Context: an optimization exercise on an open-source flow, tuned for small area. The choices shown serve that exercise and are no tape-out recipe.
In this exercise RTL edits were held to simulation tests only and were not proved equivalent to the original.
Power is estimated from default activity; no workload was simulated.

`design/flow/design.v`:
```
module clkdiv(CLK, RST, CLK_DIV, CNT);
	parameter W = 5;
	parameter TAP = 2;            
	parameter [W-1:0] LAST = 0;
	input CLK;
	input RST;
	output CLK_DIV;
	output [W-1:0] CNT;
	reg [W-1:0] state;
	assign CLK_DIV = (state == LAST);
	always @(posedge CLK)
	begin
		if(RST || CLK_DIV)
			state <= {W{1'b1}};
		else
			state <= {state[W-2:0], state[W-1] ^ state[TAP]};
	end
	assign CNT = state;
endmodule
module uart_tx(CLK, RST, TX_START, TX_DATA, TX_BUSY, TX_PIN, DIV_PULSE, DIV_CNT);
	input CLK;
	input RST;
	input TX_START;
	input[7:0] TX_DATA;
	output TX_PIN;
	output TX_BUSY;
	output DIV_PULSE;
	output [8:0] DIV_CNT;
	reg[3:0] state;
	wire tx_ready = (state == 0);
	assign TX_BUSY = ~tx_ready;
	wire uart_clk;
	clkdiv #(.W(9), .TAP(4), .LAST(9'h093)) uart_div(.CLK(CLK), .RST(RST), .CLK_DIV(uart_clk), .CNT(DIV_CNT));
	assign DIV_PULSE = uart_clk;
	always @(posedge CLK) begin
		if(RST)
			state <= 0;
		else if(tx_ready && TX_START)
			state <= 4'b0110;
		else if(uart_clk && !tx_ready)
			state <= state + 1'b1;
	end
	assign TX_PIN = tx_ready | (state == 4'b0110) | (state[3] & TX_DATA[state[2:0]]);
endmodule
module uart_rx(CLK, RST, RX_DATA, RX_RECV, RX_FIRST, RX_PIN, TXDIV_PULSE, TXDIV_CNT);
	input CLK;
	input RST;
	input RX_PIN;
	input TXDIV_PULSE;
	input [8:0] TXDIV_CNT;
	output reg[7:0] RX_DATA;
	output reg RX_RECV;
	output RX_FIRST;       
	wire tick;
	reg[3:0] state;
	reg[2:0] filter;
	reg rx_filtered;
	reg[3:0] oversample_cnt;
	reg[7:0] together;
	wire[4:0] tick_cnt;
	reg started;
	wire sample = tick && (oversample_cnt == 4'd15);
	clkdiv #(.W(5), .TAP(2), .LAST(5'h19)) oversample_div(.CLK(CLK), .RST(RST), .CLK_DIV(tick), .CNT(tick_cnt));
	always @(posedge CLK)
	begin
		if(RST) begin
			filter <= 0;
			rx_filtered <= 0;
		end else if(tick) begin
			if(RX_PIN && filter != 3'b111)
				filter <= filter + 3'b1;
			else if(!RX_PIN && filter != 3'b000)
				filter <= filter - 3'b1;
			if(filter == 3'b111)
				rx_filtered <= 1;
			else if(filter == 3'b000)
				rx_filtered <= 0;
		end
	end
	always @(posedge CLK)
		if(tick)
			oversample_cnt <= state == 0 ? 4'd8 : oversample_cnt + 4'd1;
	always @(posedge CLK)
	begin
		if(RST)
			started <= 0;
		else if(together == 8'h45 && tick_cnt == 5'h14 && TXDIV_CNT == 9'h18e)
			started <= 1;
	end
	always @(posedge CLK)
	begin
		if(RST)
			together <= 8'hff;
		else if(tick && TXDIV_PULSE)
			together <= {together[6:0], together[7] ^ together[5] ^ together[4] ^ together[3]};
	end
	always @(posedge CLK)
	begin
		if(RST)
			state <= 0;
		else if(!started)
			state <= state;
		else if(state == 0) begin
			if(!rx_filtered)
				state <= 1;
		end else if(sample)
			state <= (state == 4'd10) ? 4'd0 : state + 4'd1;
	end
	assign RX_FIRST = sample && state == 4'd2;
	always @(posedge CLK)
		if(sample && state >= 4'd2 && state <= 4'd9)
			RX_DATA <= {rx_filtered, RX_DATA[7:1]};
	always @(posedge CLK)
		RX_RECV <= !RST && sample && state == 4'd10 && rx_filtered;
endmodule
module hex_code(CODE, VAL);
	output[3:0] CODE;
	input[3:0] VAL;
	localparam[15:0] E0 = 16'b0000001110001101;
	localparam[15:0] E1 = 16'b1111110101000101;
	localparam[15:0] E2 = 16'b1111110010011110;
	localparam[15:0] E3 = 16'b1111100010000011;
	assign CODE = {E3[VAL], E2[VAL], E1[VAL], E0[VAL]};
endmodule
module hex_num(HPIN, VAL);
	output[6:0] HPIN;
	input[3:0] VAL;    
	localparam[15:0] S0 = 16'b1010101110101011;  
	localparam[15:0] S1 = 16'b1011101010111010;  
	localparam[15:0] S2 = 16'b0011111100111111;  
	localparam[15:0] S3 = 16'b0000111110101111;  
	localparam[15:0] S4 = 16'b1000110010001100;  
	localparam[15:0] S5 = 16'b0000111100011111;  
	localparam[15:0] S6 = 16'b0000000011111111;  
	assign HPIN = ~{S6[VAL], S5[VAL], S4[VAL], S3[VAL], S2[VAL], S1[VAL], S0[VAL]};
endmodule
module rs232_interface_top(CLOCK_50, RST, UART_TXD, UART_RXD, LEDG,LEDR, KEY, SW, HEX0, HEX1, HEX2, HEX3, HEX4, HEX5, HEX6, HEX7);
	localparam PKTST_START = 0;
	localparam PKTST_CMD   = 1;
	localparam PKTST_LEN   = 2;
	localparam PKTST_DATA  = 3;
	localparam RC_OTHER = 0;
	localparam RC_LEDG  = 1;
	localparam RC_LEDR  = 2;
	localparam RC_HEX   = 3;
	localparam DEPTH = 6;
	localparam[3:0] HEX_CODE0 = 4'd11;    
	input CLOCK_50;
	input RST;
	output UART_TXD;
	input UART_RXD;
	output[7:0] LEDG;
	output[17:0] LEDR;
	input [4:0] KEY;
	input [17:0] SW;
	output[6:0] HEX0;
	output[6:0] HEX1;
	output[6:0] HEX2;
	output[6:0] HEX3;
	output[6:0] HEX4;
	output[6:0] HEX5;
	output[6:0] HEX6;
	output[6:0] HEX7;
	reg[7:0] tx_out;
	wire tx_busy;
	reg tx_start;
	wire[7:0] rx_in;
	wire rx_recv;
	wire rx_first;
	wire txdiv_pulse;
	wire[8:0] txdiv_cnt;
	reg sending;
	reg[4:0] last_key;
	reg[17:0] last_sw;
	reg[7:0] ledg_vals;
	reg[17:0] ledr_vals;
	reg[31:0] hex_vals;    
	wire[3:0] hex_new;     
	reg send_sw;           
	reg[2:0] send_idx;     
	reg[7:0] recv_buf[0:DEPTH-1];
	reg[2:0] recv_cnt;     
	reg recv_pend;         
	reg[1:0] recv_state;
	reg[1:0] recv_cur_cmd;
	reg[7:0] recv_left;    
	reg[9:0] recv_cur_data;
	uart_tx tx(.CLK(CLOCK_50), .RST(RST), .TX_START(tx_start), .TX_DATA(tx_out), .TX_BUSY(tx_busy), .TX_PIN(UART_TXD),
		.DIV_PULSE(txdiv_pulse), .DIV_CNT(txdiv_cnt));
	uart_rx rx(.CLK(CLOCK_50), .RST(RST), .RX_DATA(rx_in), .RX_RECV(rx_recv), .RX_FIRST(rx_first), .RX_PIN(UART_RXD),
		.TXDIV_PULSE(txdiv_pulse), .TXDIV_CNT(txdiv_cnt));
	hex_code hc(hex_new, recv_byte[3:0]);
	wire hex_write = recv_pop && recv_state == PKTST_DATA && recv_left[7:1] == 0 &&
		recv_cur_cmd == RC_HEX && recv_cur_data[7:3] == 0;
	wire[3:0] hex_d = RST ? HEX_CODE0 : hex_new;
	genvar g;
	generate
		for(g = 0; g < 8; g = g + 1) begin : digit
			always @(posedge CLOCK_50)
				if(RST || (hex_write && recv_cur_data[2:0] == g))
					hex_vals[4*g+3:4*g] <= hex_d;
		end
	endgenerate
	hex_num h0(HEX0, hex_vals[3:0]);
	hex_num h1(HEX1, hex_vals[7:4]);
	hex_num h2(HEX2, hex_vals[11:8]);
	hex_num h3(HEX3, hex_vals[15:12]);
	hex_num h4(HEX4, hex_vals[19:16]);
	hex_num h5(HEX5, hex_vals[23:20]);
	hex_num h6(HEX6, hex_vals[27:24]);
	hex_num h7(HEX7, hex_vals[31:28]);
	assign LEDG = ledg_vals;
	assign LEDR = ledr_vals;
	wire recv_any = (recv_cnt != 0) || recv_pend;
	wire recv_pop = !sending && recv_any;
	wire[7:0] recv_byte = (recv_cnt == 0) ? rx_in : recv_buf[recv_cnt - 3'd1];
	wire recv_move = rx_first && recv_pend && !(recv_pop && recv_cnt == 0);
	wire[17:0] data_nxt = {recv_cur_data, recv_byte};
	integer i;
	always @(posedge CLOCK_50)
		if(recv_move) begin
			recv_buf[0] <= rx_in;
			for(i = 1; i < DEPTH; i = i + 1)
				recv_buf[i] <= recv_buf[i-1];
		end
	reg[7:0] send_byte;
	always @(*)
		case(send_idx)
			3'd0: send_byte = 8'hff;
			3'd1: send_byte = {7'b0, send_sw};
			3'd2: send_byte = {6'b0, send_sw, 1'b1};
			3'd3: send_byte = send_sw ? last_sw[7:0] : {3'b111, ~last_key};
			3'd4: send_byte = last_sw[15:8];
			default: send_byte = {6'b0, last_sw[17:16]};
		endcase
	wire send_last = send_sw ? (send_idx == 3'd5) : (send_idx == 3'd3);
	wire send_step = sending && !tx_busy && !tx_start;
	always @(posedge CLOCK_50)
		if(send_step)
			tx_out <= send_byte;
	always @(posedge CLOCK_50)
	begin
		if(RST) begin
			tx_start <= 0;
			sending <= 0;
			last_key <= 0;
			last_sw <= 0;
			recv_cnt <= 0;
			recv_pend <= 0;
			recv_state <= PKTST_START;
			ledg_vals <= 0;
			ledr_vals <= 0;
		end else begin
			tx_start <= send_step;
			recv_cnt <= recv_cnt + recv_move - (recv_pop && recv_cnt != 0);
			if(rx_recv)
				recv_pend <= 1;
			else if(rx_first || (recv_pop && recv_cnt == 0))
				recv_pend <= 0;
			if(!sending) begin
				if(recv_any) begin
					case(recv_state)
					PKTST_START:
						if(recv_byte == 8'hff)
							recv_state <= PKTST_CMD;
					PKTST_CMD: begin
						recv_state <= PKTST_LEN;
					end
					PKTST_LEN: begin
						recv_state <= PKTST_DATA;
					end
					PKTST_DATA:
						if(recv_left[7:1] == 0) begin
							recv_state <= PKTST_START;
							case(recv_cur_cmd)
							RC_LEDG: ledg_vals <= recv_byte;
							RC_LEDR: ledr_vals <= data_nxt;
							endcase
						end
					endcase
				end else if(last_key != KEY) begin
					sending <= 1;
					last_key <= KEY;
				end else if(last_sw != SW) begin
					sending <= 1;
					last_sw <= SW;
				end
			end else if(send_step) begin
				if(send_last)
					sending <= 0;
			end
		end
	end
	always @(posedge CLOCK_50)
	begin
		if(!sending)
			send_idx <= 0;
		else if(send_step)
			send_idx <= send_idx + 1'b1;
		if(recv_pop && recv_state == PKTST_LEN)
			recv_cur_data <= 0;
		else if(recv_pop && recv_state == PKTST_DATA)
			recv_cur_data <= data_nxt[9:0];
		if(!sending && !recv_any && last_key != KEY)
			send_sw <= 0;
		else if(!sending && !recv_any && last_sw != SW)
			send_sw <= 1;
		if(recv_pop && recv_state == PKTST_CMD)
			recv_cur_cmd <= (recv_byte == 8'd2) ? RC_LEDG :
			                (recv_byte == 8'd3) ? RC_LEDR :
			                (recv_byte == 8'd4) ? RC_HEX : RC_OTHER;
		if(recv_pop && recv_state == PKTST_LEN)
			recv_left <= recv_byte;
		else if(recv_pop && recv_state == PKTST_DATA)
			recv_left <= recv_left - 1'b1;
	end
endmodule
```
`design/flow/flow/run.sh`:
```
#!/bin/bash
# The standard layout (standard.sh, unchanged synthesis, floorplan, power grid and
# tap cells), with two placement/CTS choices passed as ORFS variables:
#  - port buffers are buf_1 cells (buffer_ports -buffer_cell), the smallest buffer;
#  - the clock tree uses clkbuf_4 cells, larger sink clusters and no dummy loads.
set -euo pipefail
export BUFFER_PORTS_ARGS="-buffer_cell sky130_fd_sc_hd__buf_1"
export CTS_ARGS="-sink_clustering_enable -repair_clock_nets -buf_list sky130_fd_sc_hd__clkbuf_4 -sink_clustering_size 10 -sink_clustering_max_diameter 30 -dont_use_dummy_load"
bash standard.sh > standard_flow.log 2>&1
```
`design/flow/standard.sh`:
```
#!/bin/bash
# synth_recipe.tcl (not shown) runs the flow's synth.tcl, then flattens the netlist and writes it again
# the make line also repeats each setting of config.mk as NAME=value (left out here)
make -C /OpenROAD-flow-scripts/flow DESIGN_CONFIG=/design/flow/config.mk WORK_HOME=/design/flow/orfs CLKGATE_MAP_FILE= SYNTH_SCRIPT=/design/flow/synth_recipe.tcl "${@:-finish}"
```
`design/flow/config.mk`:
```
export PLATFORM = sky130hd
export DESIGN_NAME = rs232_interface_top
export DESIGN_NICKNAME = rs232_interface_top
export VERILOG_FILES = /design/flow/design.v
export SDC_FILE = /design/flow/constraint.sdc
export NUM_CORES = 4
export LEC_CHECK = 0
export ABC_AREA = 1
export CAP_MARGIN = 20
export CORE_MARGIN = 2
export CORE_UTILIZATION = 70
export PLACE_DENSITY = 0.8
export SLEW_MARGIN = 20
```
`design/flow/constraint.sdc`:
```
create_clock -name core_clock -period 20.0 [get_ports {CLOCK_50}]
set_input_delay 4.0000 -clock core_clock [delete_from_list [all_inputs] [get_ports {CLOCK_50}]]
set_output_delay 4.0000 -clock core_clock [all_outputs]
set_load 0.01 [all_outputs]
```
==> summary.md, run 1 <==
| Metric | Value |
|---|---|
| CTS tree | `done` |
| Maximum count of clock buffers along a single path | `3` |
| Total count of hold-check failures in the final report | `0` |
| Yosys top cell by area | `edfxtp_1` |
| Asr flop ratio synth | `0%` |
| Clk pwr share | `between 15 and 20%` |
| Initial drt markers | `493` |
| Cell breakdown of the critical path | `inv_1 > nor2_1 > nor3_1 > o311ai_0 > nand3_1 > buf_1` |
| Number of buffers inserted by port buffering | `between 100 and 150` |
| Setup Total Neg Slack | `0 ns` |
| Total standard cell area after synthesis | `roughly 9900 µm²` |
| Main synth FF type | `edfxtp_1` |
| Pins over their slew limit | `0` |
| PostCTS Resize Cnt | `0` |
| Routed Antenna Nets | `0` |
| Core ar. | `about 14000 µm²` |
| Clock latency on the worst-skew pair | `between 0.6 and 0.7 ns` |
| Level count of the clock H-tree | `2` |
| Critical path type | `register to output pin` |
| Yosys Warn Count | `6` |
| Max Clk Rate | `approximately 160 MHz` |
| Share of the synthesized area in the top cell type | `~33%` |
| Synth unique cells | `53` |
| Critical Path AT | `roughly 2.1 ns` |
| Power Density | `121 nW/µm²` |
| Leakage | `about 0.0046 µW` |
| Fraction of power consumed by sequential logic | `a little under half` |
| Unrepaired setup endpoints after global routing | `false` |
| Share of the yosys chip area belonging to registers | `roughly 55%` |
| Maximum single-stage delay on the critical path | `roughly 0.47 ns` |
| Total CTS buffers | `40` |
| Most area-consuming cells after synthesis | `edfxtp_1 (33%), dfxtp_1 (22%), nand2_1 (7.7%)` |
| Via count of the first global-routing pass | `around 7000` |
| Max_slew headroom | `approximately 34%` |
| Crit end category | `output pin` |
| Count of max-cap constraint violations | `0` |
| Starting utilization of the core area | `between 70% and 80%` |
| Worst slew pin tran | `around 1 ns` |
| Post-CTS Setup Bufs | `0` |
| Highest net fanout along the worst path | `8` |
| Maximum vdd ir drop | `0.0734 mV` |
| CP max-delay cell | `dfxtp_1` |
| FP Rows | `43` |
| DR WL/cell | `roughly 14 µm` |
| Residual DRC count | `0` |
| Share of final-layout standard cells stronger than drive strength 1 | `between 6 and 7%` |
| Number of nets in the layout | `around 1300` |
| Die height | `123 µm` |
| Kind of path behind the tightest hold check | `register to register` |
| Total track usage | `25.9%` |
| Root buffer cell | `clkbuf_4` |
| Post-layout minimum cycle time | `6.11 ns` |
| Share of the cycle needed by the critical path after routing | `a little under a third` |
| Synth Net Count | `~1200` |
| Post-synthesis register bit count | `around 220` |
| Via count | `about 7700` |
| P_int | `between 700 and 800 µW` |
| Vias per std cell | `approximately 5.5` |
| Detailed-router iteration count before antenna repair | `5` |
| Net switching fraction of the power | `about two fifths` |
| Total Wirelength | `a little under 20 mm` |
| WP data required | `around 16 ns` |
| Area added between synthesis and finish | `7.66%` |
| Combinational share of power | `34.8%` |
| Clock Pin Slew Worst Setup and Hold Paths | `about 0.10 ns` |
| Wire length of the first global-routing pass | `31.3 mm` |
| Post-Route Utilization | `approximately 77%` |
| Result of the run | `timing/DRC/antenna clean` |
| Clock tree skew after final layout | `between 0.08 and 0.09 ns` |
| Finished Layout Cells | `1400` |
| Total instance count after detailed placement | `roughly 1400` |
| RD Place Congestion | `between 0.8 and 0.9` |
| Number of I/O pins | `approximately 110` |
| Syn Inst Count | `between 1000 and 1500` |
| Post-Syn Area per Cell | `between 9 and 10 µm²` |
| Area of the die | `approximately 15000 µm²` |
| Largest net degree at the start of global routing | `75` |
| Clock tree sinks | `217` |
| Number of antenna violations at the first check in global routing | `1` |
| CTS hold repair buffers | `0` |
| Die Span X | `around 120 µm` |
| # setup viols final | `0` |
| Number of flops mapped to enable cells by yosys | `110` |
| Estimated wirelength of the detail-placed design | `13.5 mm` |
| Switch Pwr | `between 500 and 600 µW` |
| GRT Residual Overflow | `0` |
| Critical path startpoint category | `register` |
## path summary, 6_finish.rpt
path	start	end	cells after the start	slack [ns]
worst max register to register	recv_cnt[0]$_SDFF_PP0_	hex_vals[7]$_DFFE_PP_	9	16.44
worst min-delay path	recv_buf[0][5]$_DFFE_PN_	recv_buf[1][5]$_DFFE_PN_	0	0.43
worst max-delay path	tx.state[0]$_SDFFE_PP0P_	UART_TXD	6	13.89
worst min register to register	recv_buf[0][5]$_DFFE_PN_	recv_buf[1][5]$_DFFE_PN_	0	0.43
## worst max-delay path, delay by kind of cell, from the launching register on
| kind | cells | cell delay, ns |
|---|---|---|
| AND/OR/NAND/NOR | 3 | 0.35 |
| AO/OA/AOI/OAI | 1 | 0.34 |
| flip-flops | 1 | 0.47 |
| buffers and inverters | 2 | 0.35 |
## cell usage in the layout, fill, tap and decap left out, drive strengths merged, types with 2 or more instances in the layout
master,count
or2,4
o31ai,2
o2111ai,3
inv,163
nand3b,2
buf,113
nand2,212
xor2,12
a31oi,4
xnor2,19
edfxtp,110
nand4,30
nor4,7
a21oi,76
o22ai,9
o41ai,8
ha,20
fa,2
o211ai,17
nor3b,2
nor2,126
o221ai,5
nand3,24
nor3,18
clkbuf,40
dfxtp,107
o21ai,77
## area by class of cell
type,instances,area [µm²]
fill,1077,3190
tap,180,225
antenna,1,2.50
multi-input combinational,686,3660
clock buffer,40,300
inverter,163,614
timing repair buffer,113,443
sequential,217,5450
## registers in the layout, indices dropped and copies added (netlist names), 4 cells and up
name,count
rx.together,8
tx.uart_div.state,9
last_sw,18
hex_vals,32
rx.state,4
tx.state,4
rx.RX_DATA,8
ledr_vals,18
recv_left,8
recv_cur_data,10
tx_out,8
last_key,5
ledg_vals,8
rx.oversample_div.state,5
recv_buf,48
rx.oversample_cnt,4
## through the flow
step	hold slack, ns	power (µW)	setup slack, ns	area [µm²]
6_report	0.433	1290	13.89	10700
5_1_grt	0.433	1390	13.77	10700
4_1_cts	0.435	1300	13.89	10700
3_5_place_dp	0.419	1070	14.32	10400
3_3_place_gp	0.413	1060	14.36	10400
2_1_floorplan	0.400	941	14.69	9930
## logic make-up after synthesis
family                   share of synthesized area [%]
adder cells (fa/ha/maj)                           2.92
AO/OA/AOI/OAI                                     12.0
AND/OR/NAND/NOR                                   19.1
buffers and inverters                             8.43
flip-flops                                        54.8
XOR/XNOR                                          2.73
## synthesized netlist by cell type, types with 2 or more instances
cell / count
a31oi_1: 4
nand2_4: 3
nor3_1: 17
o41ai_1: 8
nor3b_1: 2
o2111ai_1: 3
xor2_1: 12
edfxtp_1: 110
nand4_1: 29
nand3_1: 21
dfxtp_1: 107
inv_2: 7
nand2_1: 205
o221ai_1: 5
buf_6: 5
nand3_2: 2
nor2_2: 3
clkbuf_1: 12
o211ai_1: 16
or2_2: 3
o21ai_0: 64
nor4_1: 6
fa_1: 2
nand2_2: 4
xnor2_1: 19
o31ai_1: 2
nand3b_1: 2
o21ai_1: 13
nor2_1: 121
inv_1: 155
buf_4: 11
a21oi_1: 75
buf_2: 7
o22ai_1: 9
ha_1: 20
## power groups by stage
stage	Combinational (µW)	Clock, µW	Sequential, µW
global placement	436	0	619
global route	516	255	620
floorplan	347	0	594
detailed placement	448	0	621
CTS	450	237	611
finish	450	230	612
## metal layers
| layer | global-route usage (%) | vias to the layer above | share of wire, % |
|---|---|---|---|
| li1 | - | 3901 | - |
| met1 | 34.9 | 3498 | 44 |
| met2 | 41.7 | 214 | 48 |
| met3 | 5.30 | 40 | 5.6 |
| met4 | 9.73 | 0 | 2.1 |
| met5 | 0 | - | 0 |
==> run 2, diff against run 1 <==
--- a/design/flow/config.mk
+++ b/design/flow/config.mk
@@ -5,7 +5,6 @@
 export SDC_FILE = /design/flow/constraint.sdc
 export NUM_CORES = 4
 export LEC_CHECK = 0
-export ABC_AREA = 1
 export CAP_MARGIN = 20
 export CORE_MARGIN = 2
 export CORE_UTILIZATION = 70
==> run 2 against run 1 <==
Net effect: fmax increased by 3.3%; clock skew decreased by 0.010 ns; critical endpoint unchanged; clock power decreased by 3%; global-route usage decreased by 0.36 points; still clean on timing, DRC and antenna.
==> summary.md, run 2 <==
| Metric | Value |
|---|---|
| Max Clk Rate | `169 MHz` |
| Critical Path AT | `roughly 1.9 ns` |
| Root buffer cell | `clkbuf_4` |
| Vias per std cell | `~6` |
| Clock tree skew after final layout | `0.0707 ns` |
| RD Place Congestion | `roughly 0.86` |
| Most common cell after layout, fill and taps aside | `edfxtp_1` |
| Cell types with the highest counts after synthesis | `edfxtp_1 (110), dfxtp_1 (107), nor2_1 (97)` |
| Clock Pin Slew Worst Setup and Hold Paths | `~0.10 ns` |
| Kind of path behind the tightest hold check | `register to register` |
| Wire length of the first global-routing pass | `between 30 and 40 mm` |
| Most frequent cell after synthesis | `edfxtp_1` |
| Largest net degree at the start of global routing | `87` |
| Reg with most FFs | `recv_buf` |
| Number of I/O pins | `109` |
| Most area-consuming cells after synthesis | `edfxtp_1 (34%), dfxtp_1 (22%), mux2i_1 (5.9%)` |
| Share of the cycle needed by the critical path after routing | `slightly below 30%` |
| Crit path launch | `tx.state[0]$_SDFFE_PP0P_` |
| Core ar. | `~14000 µm²` |
| Result of the run | `timing/DRC/antenna clean` |
| Finished Layout Cells | `between 1000 and 1500` |
| Yosys top cell by area | `edfxtp_1` |
| WP data required | `16.00 ns` |
| Post-synthesis register bit count | `217` |
| Routed Antenna Nets | `0` |
| Largest register FFs | `48` |
| Total standard cell area after synthesis | `approximately 9800 µm²` |
| CTS hold repair buffers | `0` |
| Largest registers | `recv_buf: 48 flops, hex_vals: 32 flops` |
| Worst Min Path Start | `tx.uart_div.state[7]$_SDFF_PP1_` |
| Asr flop ratio synth | `0%` |
| Residual DRC count | `0` |
| Number of buffers inserted by port buffering | `108` |
| Met2 Usage GRT | `between 40% and 50%` |
| Via count | `6979` |
| PostCTS Resize Cnt | `0` |
| Via count of the first global-routing pass | `around 6300` |
| Count of max-cap constraint violations | `0` |
| Unrepaired setup endpoints after global routing | `false` |
| Starting utilization of the core area | `about 70%` |
| Share of final-layout standard cells stronger than drive strength 1 | `8.30%` |
| DR WL/cell | `16.3 µm` |
| Post-CTS Setup Bufs | `0` |
| Total track usage | `between 20 and 30%` |
| Worst slew pin tran | `1.02 ns` |
| Antenna diode count | `0` |
| Critical path startpoint category | `register` |
| Pins over their slew limit | `0` |
| Number of antenna violations at the first check in global routing | `0` |
| Cell area after placement | `between 10000 and 15000 µm²` |
| Syn Inst Count | `~900` |
| Post-layout minimum cycle time | `5.91 ns` |
| Number of flops mapped to enable cells by yosys | `between 100 and 150` |
| Share of the synthesized area in the top cell type | `33.8%` |
| Critical path type | `register to output pin` |
| Share of the yosys chip area belonging to registers | `a little under three fifths` |
| CTS tree | `done` |
| Total Wirelength | `19.2 mm` |
| Detailed-router iteration count before antenna repair | `5` |
| Clock latency on the worst-skew pair | `0.63 ns` |
| GR met1 Demand/Resource | `35.2%` |
| Clock tree sinks | `between 200 and 250` |
| Crit end category | `output pin` |
| # setup viols final | `0` |
| Synth unique cells | `74` |
| Number of nets in the layout | `1050` |
| Total instance count after detailed placement | `1142` |
| Maximum count of clock buffers along a single path | `3` |
| Total CTS buffers | `38` |
| Leakage | `0.00399 µW` |
| Max_slew headroom | `a little under a third` |
| FP Rows | `43` |
| Commonest cells after routing, fill and taps aside | `edfxtp_1 (110), buf_1 (107), dfxtp_1 (107)` |
| Maximum vdd ir drop | `0.0784 mV` |
| Post-Syn Area per Cell | `around 11 µm²` |
| Die Span X | `around 120 µm` |
| Most heavily used metal layer in global routing | `met2` |
| Power Density | `about 110 nW/µm²` |
| Crit Reg-Reg Startpoint | `recv_cnt[1]$_SDFF_PP0_` |
| Highest net fanout along the worst path | `5` |
| Initial drt markers | `slightly below 500` |
| Total count of hold-check failures in the final report | `0` |
| Area of the die | `14900 µm²` |
| GRT Residual Overflow | `0` |
| Main synth FF type | `edfxtp_1` |
| Synth Net Count | `around 940` |
| Final instance area | `about 10000 µm²` |
| Setup Total Neg Slack | `0 ns` |
| Die height | `roughly 120 µm` |
| Estimated wirelength of the detail-placed design | `between 10 and 15 mm` |
| Global-route track usage on met3 | `under 10%` |
| Area added between synthesis and finish | `7.26%` |
| Yosys Warn Count | `6` |
| Level count of the clock H-tree | `2` |
-- run 2: cell types whose count changed after synthesis, sizes merged, moves of 8 or more --
cell    before  now
a21oi       76   42
a22o         0    9
clkbuf      12   20
inv        163   56
mux2         0    8
mux2i        0   59
nand2      212   66
nand4       30    2
nor2       126  100
nor2b        1   10
o211ai      17    5
o21ai       77   44
xor2        12   29
-- run 2: area by class of cell --
| cell class | instances | area (µm²) |
|---|---|---|
| flip-flops and latches | 217 | 5450 |
| well taps | 180 | 225 |
| clock buffers | 38 | 285 |
| inverters | 56 | 210 |
| fillers | 974 | 3280 |
| multi-input cells | 573 | 3860 |
| repair buffers | 116 | 467 |
-- run 2: cells by family after synthesis --
family                     after synthesis  share of synthesized area [%]
and+or+nand+nor                        284                           14.1
DFF                                    217                           55.6
AOI/OAI and AO/OA                      151                           10.3
buffers and inverters                   98                           4.99
muxes                                   71                           8.00
xor gates and xnor gates                45                           4.03
adders and majority gates               22                           2.97
-- run 2: metrics by stage --
stage          hold WS (ns)  power [µW]  util [%]  setup WS, ns
2_1_floorplan         0.407         839         -         12.67
3_3_place_gp          0.423         914      74.1         13.84
3_5_place_dp          0.423         932      74.1         13.77
4_1_cts               0.420        1150      76.2         14.01
5_1_grt               0.415        1210      76.2         13.93
6_report              0.418        1150      76.2         14.09
-- run 2: metal layers --
layer | share of wire (%) | vias up
li1 | - | 3385
met1 | 44 | 3321
met2 | 47 | 236
met3 | 6.3 | 37
met4 | 1.9 | 0
met5 | 0 | -
-- run 2: report_power, final --
group	internal [µW]	switching, µW	leakage (µW)
Clock	87.4	136	0.000175
Sequential	525	41.3	0.00186
Combinational	128	230	0.00196
-- run 2: worst max-delay path, cell delays in order, from the launching register on --
cell,delay [ns]
dfxtp_1,0.45
inv_1,0.13
ha_1,0.22
nor2b_1,0.13
a211oi_1,0.23
a31oi_1,0.06
buf_1,0.13
-- run 2: path summary, 6_finish.rpt --
check | slack (ns) | end | cells past startpoint
setup / recovery | 14.09 | UART_TXD | 6
hold / removal | 0.42 | tx.uart_div.state[8]$_SDFF_PP1_ | 1
setup reg to reg | 16.16 | recv_cnt[2]$_SDFF_PP0_ | 13
hold reg to reg | 0.42 | tx.uart_div.state[8]$_SDFF_PP1_ | 1
==> run 3, diff against run 2 <==
--- a/design/flow/config.mk
+++ b/design/flow/config.mk
@@ -7,6 +7,6 @@
 export LEC_CHECK = 0
 export CAP_MARGIN = 20
 export CORE_MARGIN = 2
-export CORE_UTILIZATION = 70
-export PLACE_DENSITY = 0.8
+export CORE_UTILIZATION = 85
+export PLACE_DENSITY = 0.9
 export SLEW_MARGIN = 20
==> run 3 against run 2 <==
Net effect: still clean on timing, DRC and antenna; clock skew decreased by 0.012 ns; setup slack got worse by 0.11 ns; design area decreased by 0.58%; worst hold slack improved by 0.026 ns; via count increased by 9.1%; critical endpoint unchanged; largest power group unchanged.
==> summary.md, run 3 <==
| Metric | Value |
|---|---|
| Result of the run | `timing/DRC/antenna clean` |
| Power Density | `about 110 nW/µm²` |
| Antenna diode count | `0` |
| Largest net degree at the start of global routing | `87` |
| Max Clk Rate | `about 170 MHz` |
| DR WL/cell | `approximately 20 µm` |
| Number of flops mapped to enable cells by yosys | `110` |
| Total CTS buffers | `36` |
| Number of antenna violations at the first check in global routing | `0` |
| Worst min-delay path endpoint | `tx.state[3]$_SDFFE_PP0P_` |
| Most common cell after layout, fill and taps aside | `edfxtp_1` |
| Commonest cells after routing, fill and taps aside | `edfxtp_1 (110), buf_1 (107), dfxtp_1 (107)` |
| Yosys top cell by area | `edfxtp_1` |
| GRT Residual Overflow | `0` |
| Clock Pin Slew Worst Setup and Hold Paths | `about 0.1 ns` |
| Total instance count after detailed placement | `roughly 1100` |
| Clock tree skew after final layout | `roughly 0.06 ns` |
| Asr flop ratio synth | `0%` |
| Cell breakdown of the critical path | `inv_1 > ha_1 > nor2b_1 > a211oi_1 > a31oi_1 > buf_1` |
| Most frequent cell after synthesis | `edfxtp_1` |
| Highest net fanout along the worst path | `5` |
| Syn Inst Count | `888` |
| Post-CTS Setup Bufs | `0` |
| Post-Syn Area per Cell | `between 10 and 15 µm²` |
| Main synth FF type | `edfxtp_1` |
| Cell types with the highest counts after synthesis | `edfxtp_1 (110), dfxtp_1 (107), nor2_1 (97)` |
| Total standard cell area after synthesis | `9790 µm²` |
| Via count of the first global-routing pass | `around 7500` |
| Finished Layout Cells | `roughly 1100` |
| Worst Min Path Start | `tx_start$_SDFF_PP0_` |
| Core ar. | `approximately 11000 µm²` |
| Total track usage | `a little under two fifths` |
| Detailed-router iteration count before antenna repair | `9` |
| Synth Net Count | `936` |
| Estimated wirelength of the detail-placed design | `15.4 mm` |
| Residual DRC count | `0` |
| Die height | `111 µm` |
| Share of the cycle needed by the critical path after routing | `30.1%` |
| Post-Route Utilization | `92.2%` |
| Crit end category | `output pin` |
| Root buffer cell | `clkbuf_4` |
| Unrepaired setup endpoints after global routing | `false` |
| Count of max-cap constraint violations | `0` |
| Maximum single-stage delay on the critical path | `about 0.46 ns` |
| Critical path startpoint category | `register` |
| Setup Total Neg Slack | `0 ns` |
| Share of final-layout standard cells stronger than drive strength 1 | `slightly above 8%` |
| Maximum count of clock buffers along a single path | `3` |
| RD Place Congestion | `approximately 0.92` |
| Worst hold stages | `1` |
| Number of buffers inserted by port buffering | `about 110` |
| WP data required | `between 15 and 20 ns` |
| Critical Path AT | `between 2 and 2.5 ns` |
| Area of the die | `approximately 12000 µm²` |
| FP Rows | `39` |
| Kind of path behind the tightest hold check | `register to register` |
| Critical path type | `register to output pin` |
| Cell area after placement | `just over 10000 µm²` |
| Starting utilization of the core area | `86.5%` |
| Share of the yosys chip area belonging to registers | `between 50% and 60%` |
| Routed Antenna Nets | `0` |
| Pins over their slew limit | `0` |
| Vias per std cell | `approximately 6.7` |
| Crit Reg-Reg Startpoint | `recv_cnt[2]$_SDFF_PP0_` |
| R2r endpoint | `recv_cnt[2]$_SDFF_PP0_` |
| Synth unique cells | `74` |
| Die Span X | `111 µm` |
| Maximum vdd ir drop | `slightly below 0.09 mV` |
| Worst-case reg-to-reg path depth | `13` |
| Number of I/O pins | `109` |
| Clock tree sinks | `between 200 and 250` |
| Largest register FFs | `48` |
| PostCTS Resize Cnt | `0` |
| Initial drt markers | `780` |
| Post-synthesis register bit count | `between 200 and 250` |
| Most area-consuming cells after synthesis | `edfxtp_1 (34%), dfxtp_1 (22%), mux2i_1 (5.9%)` |
| CTS hold repair buffers | `0` |
| Final instance area | `10400 µm²` |
| Largest registers | `recv_buf: 48 flops, hex_vals: 32 flops` |
| Via count | `between 7000 and 8000` |
| Minimum setup slack among reg-to-reg paths | `16.09 ns` |
| Level count of the clock H-tree | `2` |
| Number of nets in the layout | `approximately 1000` |
| # setup viols final | `0` |
| Leakage | `around 0.004 µW` |
| Share of the synthesized area in the top cell type | `between 30 and 40%` |
| Yosys Warn Count | `6` |
| CP max-delay cell | `dfxtp_1` |
| CTS tree | `done` |
| Reg with most FFs | `recv_buf` |
| Post-layout minimum cycle time | `~6 ns` |
| Clock latency on the worst-skew pair | `0.59 ns` |
| Wire length of the first global-routing pass | `between 30 and 40 mm` |
| Area added between synthesis and finish | `6.64%` |
| Total count of hold-check failures in the final report | `0` |
| Worst slew pin tran | `roughly 1.1 ns` |
| Total Wirelength | `approximately 23 mm` |
| Max_slew headroom | `around 29%` |
-- run 3: cell counts after synthesis --
Identical to the previous run, type by type.
-- run 3: logic make-up after synthesis --
| logic type | share of synthesized area [%] |
|---|---|
| mux | 8.00 |
| xor+xnor | 4.03 |
| simple gates | 14.1 |
| buf+inv | 4.99 |
| compound gates | 10.3 |
| fa+ha+maj | 2.97 |
| flops | 55.6 |
-- run 3: final cells by class --
cell class                      instances  area [µm²]
Multi-Input combinational cell        573        3860
Clock buffer                           36         270
Tap cell                              143         179
Sequential cell                       217        5450
Timing Repair Buffer                  116         467
Fill cell                             420         885
Inverter                               56         210
-- run 3: worst max path at each step --
stage | start | to | slack (ns)
after CTS | tx.state[0]$_SDFFE_PP0P_ | UART_TXD | 13.99
after global placement | RST | hex_vals[1]$_DFFE_PP_ | 14.06
after detailed placement | RST | hex_vals[17]$_DFFE_PP_ | 13.95
after global routing | tx.state[0]$_SDFFE_PP0P_ | UART_TXD | 13.89
after floorplan | rx.oversample_div.state[4]$_SDFF_PP1_ | recv_cnt[2]$_SDFF_PP0_ | 12.67
final | tx.state[0]$_SDFFE_PP0P_ | UART_TXD | 13.98
-- run 3: stage by stage --
stage                     hold slack, ns  worst slack [ns]  total power [µW]
after floorplan                    0.407             12.67               839
after global placement             0.420             14.06               907
after detailed placement           0.435             13.95               934
after CTS                          0.421             13.99              1160
after global routing               0.445             13.89              1220
final                              0.443             13.98              1170
-- run 3: per-layer routing --
metal	up-vias	global-route usage [%]	routed length, µm
met1	3581	45.7	8160
met3	115	5.85	2110
li1	3362	-	-
met5	-	0	0
met2	556	65.6	11700
met4	0	15.4	851
-- run 3: worst max-delay path, delay by kind of cell (launching register included) --
kind                       cells  cell delay [ns]
DFF                            1             0.46
AOI/OAI and AO/OA              2             0.35
buffers and inverters          2             0.28
adders and majority gates      1             0.23
and+or+nand+nor                1             0.15
-- run 3: where the power goes --
part           internal [µW]  switching [µW]
Combinational            130             244
Clock                   83.1             141
Sequential               525            45.3
Total                    737             430
==> run 4, diff against run 3 <==
==> design/flow/flow/run.sh (replaced) <==
#!/bin/bash
# The standard layout (standard.sh, unchanged synthesis, floorplan, power grid and
# tap cells), with two placement/CTS choices passed as ORFS variables:
#  - port buffers are buf_1 cells (buffer_ports -buffer_cell), the smallest buffer;
#  - the clock tree uses clkbuf_4 cells, larger sink clusters and no dummy loads.
set -euo pipefail
export BUFFER_PORTS_ARGS="-buffer_cell sky130_fd_sc_hd__buf_1"
export CTS_ARGS="-sink_clustering_enable -repair_clock_nets -buf_list sky130_fd_sc_hd__clkbuf_4 -sink_clustering_size 12 -sink_clustering_max_diameter 40 -dont_use_dummy_load"
bash standard.sh > standard_flow.log 2>&1
--- a/design/flow/config.mk
+++ b/design/flow/config.mk
@@ -5,8 +5,9 @@
 export SDC_FILE = /design/flow/constraint.sdc
 export NUM_CORES = 4
 export LEC_CHECK = 0
+export ABC_AREA = 1
 export CAP_MARGIN = 20
 export CORE_MARGIN = 2
-export CORE_UTILIZATION = 85
-export PLACE_DENSITY = 0.9
+export CORE_UTILIZATION = 70
+export PLACE_DENSITY = 0.8
 export SLEW_MARGIN = 20
==> run 4 against run 3 <==
Net effect: still clean; clock skew up 0.042 ns; die area up 22%; cell count up 22%; critical endpoint unchanged; largest power group unchanged.
==> summary.md, run 4 <==
| Metric | Value |
|---|---|
| Detailed-router iteration count before antenna repair | `5` |
| Total standard cell area after synthesis | `about 9900 µm²` |
| Maximum vdd ir drop | `0.0896 mV` |
| Largest net degree at the start of global routing | `75` |
| Cell types with the highest counts after synthesis | `nand2_1 (205), inv_1 (155), nor2_1 (121)` |
| Critical Path AT | `2.14 ns` |
| Critical path startpoint category | `register` |
| Post-layout minimum cycle time | `between 6 and 7 ns` |
| Worst Min Path Start | `rx.RX_RECV$_DFF_P_` |
| Number of buffers inserted by port buffering | `roughly 110` |
| Core ar. | `13900 µm²` |
| CTS tree | `done` |
| Max Clk Rate | `around 160 MHz` |
| Synth Net Count | `between 1000 and 1500` |
| DR WL/cell | `around 14 µm` |
| Result of the run | `timing/DRC/antenna clean` |
| Number of I/O pins | `between 100 and 150` |
| Worst hold stages | `2` |
| Wire length of the first global-routing pass | `a little over 30 mm` |
| Reg with most FFs | `recv_buf` |
| Combinational share of power | `a little over a third` |
| Share of the yosys chip area belonging to registers | `between 50% and 60%` |
| Share of the cycle needed by the critical path after routing | `30.7%` |
| Area of the die | `approximately 15000 µm²` |
| Vias per std cell | `5.45` |
| Fraction of power consumed by sequential logic | `between 40 and 50%` |
| Syn Inst Count | `1102` |
| Die height | `~120 µm` |
| Antenna diode count | `0` |
| Die Span X | `about 120 µm` |
| Max_slew headroom | `around 34%` |
| Unrepaired setup endpoints after global routing | `false` |
| R2r endpoint | `hex_vals[19]$_DFFE_PP_` |
| Clock latency on the worst-skew pair | `0.68 ns` |
| Switch Pwr | `about 500 µW` |
| RD Place Congestion | `between 0.8 and 0.9` |
| Most common cell after layout, fill and taps aside | `nand2_1` |
| Area added between synthesis and finish | `6.80%` |
| Crit Reg-Reg Startpoint | `recv_cnt[0]$_SDFF_PP0_` |
| Number of antenna violations at the first check in global routing | `0` |
| Worst-case reg-to-reg path depth | `9` |
| Number of flops mapped to enable cells by yosys | `110` |
| Asr flop ratio synth | `0%` |
| Post-synthesis register bit count | `217` |
| Total CTS buffers | `29` |
| Net switching fraction of the power | `around two fifths` |
| Highest net fanout along the worst path | `8` |
| Minimum setup slack among reg-to-reg paths | `about 16 ns` |
| Post-CTS Setup Bufs | `0` |
| Largest registers | `recv_buf: 48 flops, hex_vals: 32 flops` |
| Starting utilization of the core area | `a little under three quarters` |
| Leakage | `0.00452 µW` |
| Routed Antenna Nets | `0` |
| Initial drt markers | `467` |
| Pins over their slew limit | `0` |
| Setup WS pre-CTS | `14.32 ns` |
| Level count of the clock H-tree | `1` |
| PostCTS Resize Cnt | `0` |
| Post-Syn Area per Cell | `roughly 9 µm²` |
| Most area-consuming cells after synthesis | `edfxtp_1 (33%), dfxtp_1 (22%), nand2_1 (7.7%)` |
| Crit end category | `output pin` |
| Via count of the first global-routing pass | `roughly 6700` |
| # setup viols final | `0` |
| Clock Pin Slew Worst Setup and Hold Paths | `~0.12 ns` |
| Commonest cells after routing, fill and taps aside | `nand2_1 (205), inv_1 (154), nor2_1 (120)` |
| GRT Residual Overflow | `0` |
| Worst min-delay path endpoint | `recv_pend$_SDFFE_PP0P_` |
| Yosys Warn Count | `6` |
| Count of max-cap constraint violations | `0` |
| Power Density | `approximately 120 nW/µm²` |
| Number of nets in the layout | `around 1300` |
| Via count | `approximately 7600` |
| Setup Total Neg Slack | `0 ns` |
| Maximum count of clock buffers along a single path | `3` |
| Synth unique cells | `53` |
| Worst slew pin tran | `between 0.9 and 1 ns` |
| Share of final-layout standard cells stronger than drive strength 1 | `under 10%` |
| WP data required | `16.00 ns` |
| Largest register FFs | `48` |
| Root buffer cell | `clkbuf_4` |
| Critical path type | `register to output pin` |
| Residual DRC count | `0` |
| Total count of hold-check failures in the final report | `0` |
| Total Wirelength | `approximately 19 mm` |
| Share of the synthesized area in the top cell type | `between 30 and 40%` |
| CTS hold repair buffers | `0` |
| Kind of path behind the tightest hold check | `register to register` |
| P_int | `about 760 µW` |
| Yosys top cell by area | `edfxtp_1` |
| Clock tree skew after final layout | `~0.10 ns` |
| Sum of internal, switching and leakage power | `roughly 1300 µW` |
| Estimated wirelength of the detail-placed design | `13.5 mm` |
| FP Rows | `43` |
| Minimum setup slack in the final design | `~14 ns` |
| Clk pwr share | `approximately 16%` |
| Clock tree sinks | `217` |
| Main synth FF type | `edfxtp_1` |
| Most frequent cell after synthesis | `nand2_1` |
| Total track usage | `between 20% and 30%` |
| Crit path launch | `tx.state[0]$_SDFFE_PP0P_` |
==> run 4: changes by cell type after synthesis, moves of 9 or more <==
cell and delta:
nand2_1 +140, inv_1 +102, mux2i_1 -58, a21oi_1 +34, o21ai_0 +34, nand4_1 +27
nor2_1 +24, xor2_1 -17, o211ai_1 +11, a22o_1 -9, nor2b_1 -9
==> run 4: final cells by class <==
cell class,count,area (µm²)
fill,1088,3270
clock buffer,29,218
sequential,217,5450
tap,180,225
multi-input combinational,686,3660
inverter,163,614
timing repair buffer,113,443
==> run 4: worst max path at each step <==
stage	depth (start not counted)	end
2_1_floorplan	5	hex_vals[13]$_DFFE_PP_
3_3_place_gp	5	hex_vals[29]$_DFFE_PP_
3_5_place_dp	8	last_sw[15]$_SDFFE_PP0P_
4_1_cts	6	UART_TXD
5_1_grt	6	UART_TXD
6_report	6	UART_TXD
==> run 4: stage by stage <==
step | util [%] | hold WS [ns] | cells | instance area, µm²
floorplan | - | 0.400 | 1102 | 9930
global route | 76.4 | 0.450 | 1388 | 10600
CTS | 76.4 | 0.420 | 1388 | 10600
finish | 76.4 | 0.412 | 1388 | 10600
detailed placement | 74.8 | 0.419 | 1359 | 10400
global placement | 74.8 | 0.413 | 1359 | 10400
==> run 4: worst max-delay path: stages (launching register included) <==
cell and delay, ns:
dfxtp_1 0.46, inv_1 0.19, nor2_1 0.12, nor3_1 0.05, o311ai_0 0.34, nand3_1 0.17, buf_1 0.16
==> run 4: power groups by stage <==
stage | Sequential [µW] | Combinational, µW | Clock, µW
after CTS | 611 | 450 | 203
after floorplan | 594 | 347 | 0
after global placement | 619 | 436 | 0
after global routing | 620 | 516 | 220
final | 611 | 451 | 197
after detailed placement | 621 | 448 | 0
==> run 4: logic make-up after synthesis <==
family,share of synthesized area [%]
and+or+nand+nor,19.1
adders and majority gates,2.92
buffers and inverters,8.43
DFF,54.8
AOI/OAI and AO/OA,12.0
xor gates and xnor gates,2.73
==> run 4: routing by layer <==
| metal | up-vias | track usage, % | wire length [µm] |
|---|---|---|---|
| met5 | - | 0 | 0 |
| met4 | 0 | 7.67 | 325 |
| met2 | 178 | 41.6 | 9320 |
| met3 | 28 | 3.74 | 876 |
| li1 | 3873 | - | - |
| met1 | 3488 | 35.2 | 8830 |
==> run 5, diff against run 4 <==
==> design/flow/flow/run.sh (replaced) <==
#!/bin/bash
# The standard layout (standard.sh, unchanged synthesis, floorplan, power grid and
# tap cells), with two placement/CTS choices passed as ORFS variables:
#  - port buffers are buf_1 cells (buffer_ports -buffer_cell), the smallest buffer;
#  - the clock tree uses clkbuf_4 cells, larger sink clusters and no dummy loads.
set -euo pipefail
export BUFFER_PORTS_ARGS="-buffer_cell sky130_fd_sc_hd__buf_1"
export CTS_ARGS="-sink_clustering_enable -repair_clock_nets -buf_list sky130_fd_sc_hd__clkbuf_2 -sink_clustering_size 6 -sink_clustering_max_diameter 20 -dont_use_dummy_load"
bash standard.sh > standard_flow.log 2>&1
--- a/design/flow/config.mk
+++ b/design/flow/config.mk
@@ -5,7 +5,6 @@
 export SDC_FILE = /design/flow/constraint.sdc
 export NUM_CORES = 4
 export LEC_CHECK = 0
-export ABC_AREA = 1
 export CAP_MARGIN = 20
 export CORE_MARGIN = 2
 export CORE_UTILIZATION = 70
==> run 5 against run 4 <==
Net effect: still clean on timing, DRC and antenna; utilization rose by 0.12 points; combinational power fell by about 20%; via count fell by 6.5%; synthesized cell count fell by 19%; critical path type unchanged; largest power group unchanged.
==> summary.md, run 5 <==
| Metric | Value |
|---|---|
| Crit Reg-Reg Startpoint | `recv_cnt[1]$_SDFF_PP0_` |
| Number of I/O pins | `109` |
| Most area-consuming cells after synthesis | `edfxtp_1 (34%), dfxtp_1 (22%), mux2i_1 (5.9%)` |
| Clock Pin Slew Worst Setup and Hold Paths | `0.09 ns` |
| Asr flop ratio synth | `0%` |
| DR WL/cell | `approximately 16 µm` |
| Most common cell after layout, fill and taps aside | `edfxtp_1` |
| Reg with most FFs | `recv_buf` |
| Critical Path AT | `2.03 ns` |
| Worst min-delay path endpoint | `recv_buf[3][2]$_DFFE_PN_` |
| Final instance area | `between 10000 and 15000 µm²` |
| Largest registers | `recv_buf: 48 flops, hex_vals: 32 flops` |
| Worst slew pin tran | `1.01 ns` |
| Max Clk Rate | `between 150 and 200 MHz` |
| Kind of path behind the tightest hold check | `register to register` |
| Cell types with the highest counts after synthesis | `edfxtp_1 (110), dfxtp_1 (107), nor2_1 (97)` |
| Pins over their slew limit | `0` |
| Max_slew headroom | `about a third` |
| R2r endpoint | `recv_cnt[2]$_SDFF_PP0_` |
| Post-Route Utilization | `between 70% and 80%` |
| Critical path type | `register to output pin` |
| Wire length of the first global-routing pass | `between 30 and 40 mm` |
| Worst-case reg-to-reg path depth | `13` |
| Number of buffers inserted by port buffering | `108` |
| Crit end category | `output pin` |
| RD Place Congestion | `approximately 0.86` |
| CTS hold repair buffers | `0` |
| Leakage | `about 0.0041 µW` |
| Area added between synthesis and finish | `7.75%` |
| Number of flops mapped to enable cells by yosys | `110` |
| Clock tree skew after final layout | `a little over 0.09 ns` |
| Initial drt markers | `approximately 560` |
| Count of max-cap constraint violations | `0` |
| Largest register FFs | `between 40 and 50` |
| Power Density | `110 nW/µm²` |
| Syn Inst Count | `888` |
| Total standard cell area after synthesis | `between 9000 and 10000 µm²` |
| Die height | `between 100 and 150 µm` |
| Share of the cycle needed by the critical path after routing | `30.1%` |
| Post-Syn Area per Cell | `~11 µm²` |
| Total count of hold-check failures in the final report | `0` |
| Total Wirelength | `19.5 mm` |
| Number of antenna violations at the first check in global routing | `1` |
| Detailed-router iteration count before antenna repair | `6` |
| Filler cells | `around 1000` |
| Clock latency on the worst-skew pair | `around 0.74 ns` |
| CTS tree | `done` |
| Synth unique cells | `between 70 and 80` |
| Total CTS buffers | `66` |
| Main synth FF type | `edfxtp_1` |
| Result of the run | `timing/DRC/antenna clean` |
| Commonest cells after routing, fill and taps aside | `edfxtp_1 (110), buf_1 (107), dfxtp_1 (107)` |
| PostCTS Resize Cnt | `0` |
| Yosys Warn Count | `6` |
| Worst Min Path Start | `recv_buf[2][2]$_DFFE_PN_` |
| Largest net degree at the start of global routing | `87` |
| Via count | `roughly 7100` |
| Unrepaired setup endpoints after global routing | `false` |
| Clock tree sinks | `217` |
| Minimum setup slack in the final design | `~14 ns` |
| Cell area after placement | `between 10000 and 15000 µm²` |
| Total track usage | `a little over a quarter` |
| Estimated wirelength of the detail-placed design | `about 14 mm` |
| Share of the yosys chip area belonging to registers | `around 56%` |
| Post-Route Hold Slack | `0.416 ns` |
| Minimum setup slack among reg-to-reg paths | `between 15 and 20 ns` |
| Post-synthesis register bit count | `~220` |
| Setup WS pre-CTS | `13.77 ns` |
| FP Rows | `between 40 and 50` |
| Share of final-layout standard cells stronger than drive strength 1 | `10.8%` |
| Routed Antenna Nets | `0` |
| # setup viols final | `0` |
| Maximum vdd ir drop | `between 0.06 and 0.07 mV` |
| Synth Net Count | `~940` |
| Level count of the clock H-tree | `3` |
| Highest net fanout along the worst path | `5` |
| Worst hold stages | `0` |
| Post-layout minimum cycle time | `around 6.0 ns` |
| Setup Total Neg Slack | `0 ns` |
| Via count of the first global-routing pass | `around 6600` |
| Die Span X | `~120 µm` |
| Core ar. | `about 14000 µm²` |
| Number of nets in the layout | `approximately 1100` |
| Starting utilization of the core area | `slightly above 70%` |
| Root buffer cell | `clkbuf_2` |
| Residual DRC count | `0` |
| Most frequent cell after synthesis | `edfxtp_1` |
| WP data required | `~16 ns` |
| Maximum count of clock buffers along a single path | `3` |
| Share of the synthesized area in the top cell type | `approximately 34%` |
| Area of the die | `14900 µm²` |
| Vias per std cell | `slightly below 6` |
| GRT Residual Overflow | `0` |
| Critical path startpoint category | `register` |
| Yosys top cell by area | `edfxtp_1` |
| Post-CTS Setup Bufs | `0` |
[run 5: cell types whose count changed after synthesis, moves of 17 or more]
cell,change
inv_1,-102
nand2_1,-140
nand4_1,-27
mux2i_1,+58
a21oi_1,-34
nor2_1,-24
o21ai_0,-34
xor2_1,+17
[run 5: final cells by class]
class | count | area [µm²] | share of cell area (%)
Multi-Input combinational cell | 573 | 3860 | 36.7
Inverter | 56 | 210 | 1.99
Antenna cell | 1 | 2.50 | 0.0237
Tap cell | 180 | 225 | 2.14
Sequential cell | 217 | 5450 | 51.6
Timing Repair Buffer | 116 | 467 | 4.43
Clock buffer | 66 | 330 | 3.13
[run 5: worst max-delay path by stage]
stage,from,endpoint,slack (ns),cells after the start
2_1_floorplan,rx.oversample_div.state[4]$_SDFF_PP1_,recv_cnt[2]$_SDFF_PP0_,12.67,11
3_3_place_gp,SW[17],last_sw[10]$_SDFFE_PP0P_,13.84,8
3_5_place_dp,SW[3],last_sw[9]$_SDFFE_PP0P_,13.77,8
4_1_cts,tx.state[0]$_SDFFE_PP0P_,UART_TXD,13.88,6
5_1_grt,tx.state[0]$_SDFFE_PP0P_,UART_TXD,13.79,6
6_report,tx.state[0]$_SDFFE_PP0P_,UART_TXD,13.97,6
[run 5: power by group]
| part | switching [µW] | leakage [µW] | internal [µW] |
|---|---|---|---|
| clock | 153 | 0.000274 | 85.7 |
| combinational | 231 | 0.00196 | 128 |
| sequential | 41.9 | 0.00186 | 525 |
[run 5: kinds of logic after synthesis]
group	Yosys count	share of synthesized area [%]
AO/OA/AOI/OAI	151	10.3
AND/OR/NAND/NOR	284	14.1
multiplexers	71	8.00
flip-flops	217	55.6
XOR/XNOR	45	4.03
buffers and inverters	98	4.99
adder cells (fa/ha/maj)	22	2.97
[run 5: critical path, stage by stage, from the launching register on]
cell	delay (ns)
dfxtp_1	0.45
inv_1	0.13
ha_1	0.22
nor2b_1	0.13
a211oi_1	0.23
a31oi_1	0.06
buf_1	0.13
[run 5: metrics by stage]
stage	instances	total power, µW
after global placement	1142	914
after floorplan	888	839
after detailed placement	1142	932
after CTS	1208	1170
final	1209	1170
after global routing	1209	1240
[run 5: layer usage]
metal	up-vias	GRT usage [%]	routed length, µm
met5	-	0	0
li1	3447	-	-
met4	0	10.6	260
met1	3342	35.5	8770
met3	24	6.18	1170
met2	260	41.7	9350
==> run 6, diff against run 5 <==
==> design/flow/flow/run.sh (replaced) <==
#!/bin/bash
# The standard layout (standard.sh: the standard synthesis, floorplan, power
# grid, tap cells, placement, CTS and routing), with these choices:
#  - ABC maps the logic with an area-oriented script (flow/abc_area_deep.script)
#    instead of ORFS's abc_speed.script: ORFS's scripts folder is copied here
#    and only that file is replaced. Flip-flops are mapped before ABC runs, so
#    the registers (names and cells) are those of the standard synthesis;
#  - port buffers are buf_1 cells (buffer_ports -buffer_cell), the smallest
#    buffer; every port still gets one;
#  - the clock tree uses clkbuf_4 cells, sink clusters of up to 10 within
#    30 um, and no dummy loads.
set -euo pipefail
rm -rf scripts_mod
cp -r "$FLOW_HOME/scripts" scripts_mod
cp flow/abc_area_deep.script scripts_mod/abc_speed.script
export SCRIPTS_DIR="$PWD/scripts_mod"
export BUFFER_PORTS_ARGS="-buffer_cell sky130_fd_sc_hd__buf_1"
export CTS_ARGS="-sink_clustering_enable -repair_clock_nets -buf_list sky130_fd_sc_hd__clkbuf_4 -sink_clustering_size 10 -sink_clustering_max_diameter 30 -dont_use_dummy_load"
bash standard.sh > standard_flow.log 2>&1
==> design/flow/flow/abc_area_deep.script (new file) <==
strash
dc2
dc2
dch -f
amap
topo
==> run 6 against run 5 <==
Net effect: wire length about the same; cell count down 0.33%; synthesized area down 7.2%; sequential power up 5.1%; still clean on timing, DRC and antenna; largest power group unchanged.
==> summary.md, run 6 <==
| Metric | Value |
|---|---|
| CTS tree | `done` |
| Total CTS buffers | `40` |
| Number of nets in the layout | `1083` |
| Number of buffers inserted by port buffering | `around 110` |
| Total area of multi-input combinational cells | `between 3000 and 4000 µm²` |
| Yosys top cell by area | `edfxtp_1` |
| Antenna diode count | `0` |
| Count of max-cap constraint violations | `0` |
| Sum of internal, switching and leakage power | `about 1200 µW` |
| Root buffer cell | `clkbuf_4` |
| Reg with most FFs | `recv_buf` |
| Residual DRC count | `0` |
| Area added between synthesis and finish | `10.4%` |
| Worst slew pin tran | `approximately 1.1 ns` |
| Most common cell after layout, fill and taps aside | `clkinv_1` |
| Clk pwr share | `18.6%` |
| Number of flops mapped to enable cells by yosys | `between 100 and 150` |
| Critical Path AT | `about 6.9 ns` |
| # setup viols final | `0` |
| Number of cells on the critical path | `8` |
| Total track usage | `~28%` |
| Area of the die | `~14000 µm²` |
| Crit Reg-Reg Startpoint | `recv_cnt[1]$_SDFF_PP0_` |
| Global-route track usage on met3 | `5.43%` |
| Max_slew headroom | `27.6%` |
| Unrepaired setup endpoints after global routing | `false` |
| Cell breakdown of the critical path | `buf_1 > nor2b_1 > a2111oi_0 > o2111ai_1 > nor2_1 > clkinv_1 > a22oi_1 > nor2_1` |
| Post-Route Utilization | `79.4%` |
| Footprint of the flip-flops and latches | `about 5400 µm²` |
| Via count of the first global-routing pass | `6949` |
| Most heavily used metal layer in global routing | `met2` |
| Leakage | `0.00338 µW` |
| Routed Antenna Nets | `0` |
| Worst-case reg-to-reg path depth | `13` |
| Syn Inst Count | `between 800 and 900` |
| Core ar. | `between 10000 and 15000 µm²` |
| RD Place Congestion | `~0.87` |
| Die height | `~120 µm` |
| Maximum single-stage delay on the critical path | `0.80 ns` |
| Number of I/O pins | `about 110` |
| FP Rows | `41` |
| DR WL/cell | `~16 µm` |
| Max Clk Rate | `about 160 MHz` |
| Switch Pwr | `approximately 460 µW` |
| Top cell by count, worst path | `nor2_1` |
| Pins over their slew limit | `0` |
| Most frequent cell after synthesis | `clkinv_1` |
| Total standard cell area after synthesis | `9080 µm²` |
| Combinational share of power | `between 30% and 40%` |
| Most area-consuming cells after synthesis | `edfxtp_1 (36%), dfxtp_1 (24%), clkinv_1 (4.9%)` |
| Estimated wirelength of the detail-placed design | `between 10 and 15 mm` |
| Share of the yosys chip area belonging to registers | `roughly three fifths` |
| Asr flop ratio synth | `0%` |
| Met2 Usage GRT | `between 40% and 50%` |
| Post-synthesis register bit count | `roughly 220` |
| Main synth FF type | `edfxtp_1` |
| GR met1 Demand/Resource | `33.5%` |
| Share of the synthesized area in the top cell type | `a little over a third` |
| Yosys Warn Count | `6` |
| Post-layout minimum cycle time | `approximately 6.4 ns` |
| Number of antenna violations at the first check in global routing | `0` |
| Clock tree sinks | `about 220` |
| Largest net degree at the start of global routing | `57` |
| Family with the most delay on the worst path | `simple AND/OR/NAND/NOR gates` |
| Highest net fanout along the worst path | `23` |
| Total count of hold-check failures in the final report | `0` |
| Wire length of the first global-routing pass | `31.7 mm` |
| Clock Pin Slew Worst Setup and Hold Paths | `about 0.07 ns` |
| Maximum count of clock buffers along a single path | `3` |
| GRT Residual Overflow | `0` |
| R2r endpoint | `hex_vals[22]$_DFFE_PP_` |
| Via count | `around 7300` |
| Vias per std cell | `6.04` |
| Post-Route Hold Slack | `0.439 ns` |
| Starting utilization of the core area | `a little under three quarters` |
| WP data required | `20.46 ns` |
| Cell types with the highest counts after synthesis | `clkinv_1 (119), nor2_1 (117), edfxtp_1 (110)` |
| Synth unique cells | `46` |
| Total instance count after detailed placement | `~1200` |
| Maximum vdd ir drop | `0.0716 mV` |
| Largest register FFs | `48` |
| Clock latency on the worst-skew pair | `0.64 ns` |
| Result of the run | `timing/DRC/antenna clean` |
| CP max-delay cell | `clkinv_1` |
| Kind of path behind the tightest hold check | `register to register` |
| Initial drt markers | `between 500 and 600` |
| Crit path launch | `KEY[2]` |
| Critical path startpoint category | `input port` |
| Fraction of power consumed by sequential logic | `between 40% and 50%` |
| Worst hold stages | `0` |
| Post-Syn Area per Cell | `about 10 µm²` |
| Crit end category | `register` |
| Clock tree skew after final layout | `0.0751 ns` |
| Largest registers | `recv_buf: 48 flops, hex_vals: 32 flops` |
| Minimum setup slack among reg-to-reg paths | `15.88 ns` |
| Net switching fraction of the power | `a little under two fifths` |
| Filler cells | `between 800 and 900` |
| Detailed-router iteration count before antenna repair | `5` |
| Commonest cells after routing, fill and taps aside | `clkinv_1 (119), nor2_1 (115), edfxtp_1 (110)` |
| Share of final-layout standard cells stronger than drive strength 1 | `5.13%` |
| Setup Total Neg Slack | `0 ns` |
| Total Wirelength | `19.5 mm` |
| CTS hold repair buffers | `0` |
| Power Density | `about 120 nW/µm²` |
| Critical path type | `input port to register` |
| Level count of the clock H-tree | `2` |
| P_int | `~780 µW` |
| Post-CTS Setup Bufs | `0` |
| Worst setup endpoint | `last_sw[2]$_SDFFE_PP0P_` |
| Finished Layout Cells | `around 1200` |
| Share of the cycle needed by the critical path after routing | `roughly a third` |
| Die Span X | `~120 µm` |
| Synth Net Count | `~930` |
| Number of buffer and inverter instances along the worst setup path | `2` |
| PostCTS Resize Cnt | `0` |
run 6: cell types whose count changed in the layout (fill, tap and decap cells not counted), moves of 18 or more:
cell      before  now
clkinv_1       0  119
o21ai_0       30   53
clkbuf_2      67    1
xor2_1        29    1
a22oi_1        0   41
nor2_1        97  115
nand2_1       65   43
inv_1         53    0
mux2i_1       58    0
a21oi_1       41   85
clkbuf_4       0   40
run 6: worst min-delay path by stage:
stage / start / end / slack [ns]
floorplan: tx.uart_div.state[6]$_SDFF_PP1_ / tx.uart_div.state[7]$_SDFF_PP1_ / 0.41
global placement: rx.RX_RECV$_DFF_P_ / recv_pend$_SDFFE_PP0P_ / 0.42
detailed placement: rx.oversample_div.state[4]$_SDFF_PP1_ / rx.oversample_div.state[0]$_SDFF_PP1_ / 0.43
CTS: recv_buf[1][1]$_DFFE_PN_ / recv_buf[2][1]$_DFFE_PN_ / 0.44
global route: recv_buf[2][4]$_DFFE_PN_ / recv_buf[3][4]$_DFFE_PN_ / 0.45
finish: recv_buf[1][1]$_DFFE_PN_ / recv_buf[2][1]$_DFFE_PN_ / 0.44
run 6: worst register-to-register path: cells and delay by family (launching register included):
kind                       cells  cell delay (ns)
DFF                            1             0.36
adders and majority gates      1             0.35
and+or+nand+nor                4             1.10
AOI/OAI and AO/OA              4             0.91
buffers and inverters          4             1.00
run 6: cells by family after synthesis:
logic type	Yosys count	synth area share, %
buffers and inverters	127	5.58
adders and majority gates	22	3.20
xor gates and xnor gates	3	0.289
AOI/OAI and AO/OA	273	19.0
and+or+nand+nor	242	11.9
DFF	217	60.0
run 6: power groups by stage:
stage | registers, µW | clock network (µW) | logic, µW
2_1_floorplan | 593 | 0 | 284
3_3_place_gp | 600 | 0 | 391
3_5_place_dp | 604 | 0 | 407
4_1_cts | 595 | 234 | 409
5_1_grt | 604 | 254 | 458
6_report | 596 | 230 | 412
run 6: cell type report:
type,instances,area share [%]
inverters,119,4.46
multi-input cells,540,31.4
well taps,172,2.15
flip-flops and latches,217,54.3
repair buffers,117,4.71
clock buffers,40,3.00
run 6: routing by layer:
metal	wire length, µm	vias to the layer above	share of wire [%]
li1	-	3553	-
met1	7970	3403	41
met5	0	-	0
met4	542	0	2.8
met3	1270	50	6.5
met2	9750	269	50
run 6: metrics by stage:
step / instance area, µm² / setup slack (ns)
floorplan: 9080 / 13.88
global placement: 9710 / 13.27
detailed placement: 9710 / 13.05
CTS: 10000 / 13.65
global route: 10000 / 13.25
finish: 10000 / 13.58

==> static timing again, ports no longer ideal <==
The flow's constraints put no driver on any port. The routed layouts listed below were extracted and timed again, unchanged, in two steps. Step 1 (the two cells are an assumption about what drives the block):
set clk [get_ports {CLOCK_50}]
set_driving_cell -lib_cell sky130_fd_sc_hd__clkbuf_16 $clk
set_driving_cell -lib_cell sky130_fd_sc_hd__buf_2 [delete_from_list [all_inputs] $clk]
Step 2 adds t to the input delays and takes it off the output delays; t is the mean of the earliest and latest rising clock arrival at the registers after step 1. Input paths then give back, and output paths get back, about the clock's delay inside the block. Slacks: ideal / step 1 / step 2; pairs: ideal / step 1.
| run | t (ns) | setup slack, ns | clock arrival spread, ns | worst register clock-pin slew, ns | pins driven straight from the clock port |
|---|---|---|---|---|---|
| run 1 | 0.633 | 13.888 / 13.852 / 14.301 | 0.081 / 0.081 | 0.10 / 0.10 | 1 |
| run 2 | 0.632 | 14.086 / 14.052 / 13.721 | 0.074 / 0.074 | 0.10 / 0.10 | 1 |
| run 3 | 0.598 | 13.981 / 13.945 / 13.814 | 0.059 / 0.060 | 0.11 / 0.11 | 1 |
| run 4 | 0.668 | 13.864 / 13.829 / 14.251 | 0.101 / 0.101 | 0.12 / 0.12 | 1 |
| run 5 | 0.742 | 13.973 / 13.936 / 13.740 | 0.111 / 0.111 | 0.10 / 0.10 | 1 |
| run 6 | 0.631 | 13.577 / 13.595 / 12.963 | 0.083 / 0.083 | 0.10 / 0.10 | 1 |
After both steps every run listed still meets setup and hold. The setup slack of run 6, which loses most, moves by +0.018 ns with the drivers and by -0.614 ns with both steps.
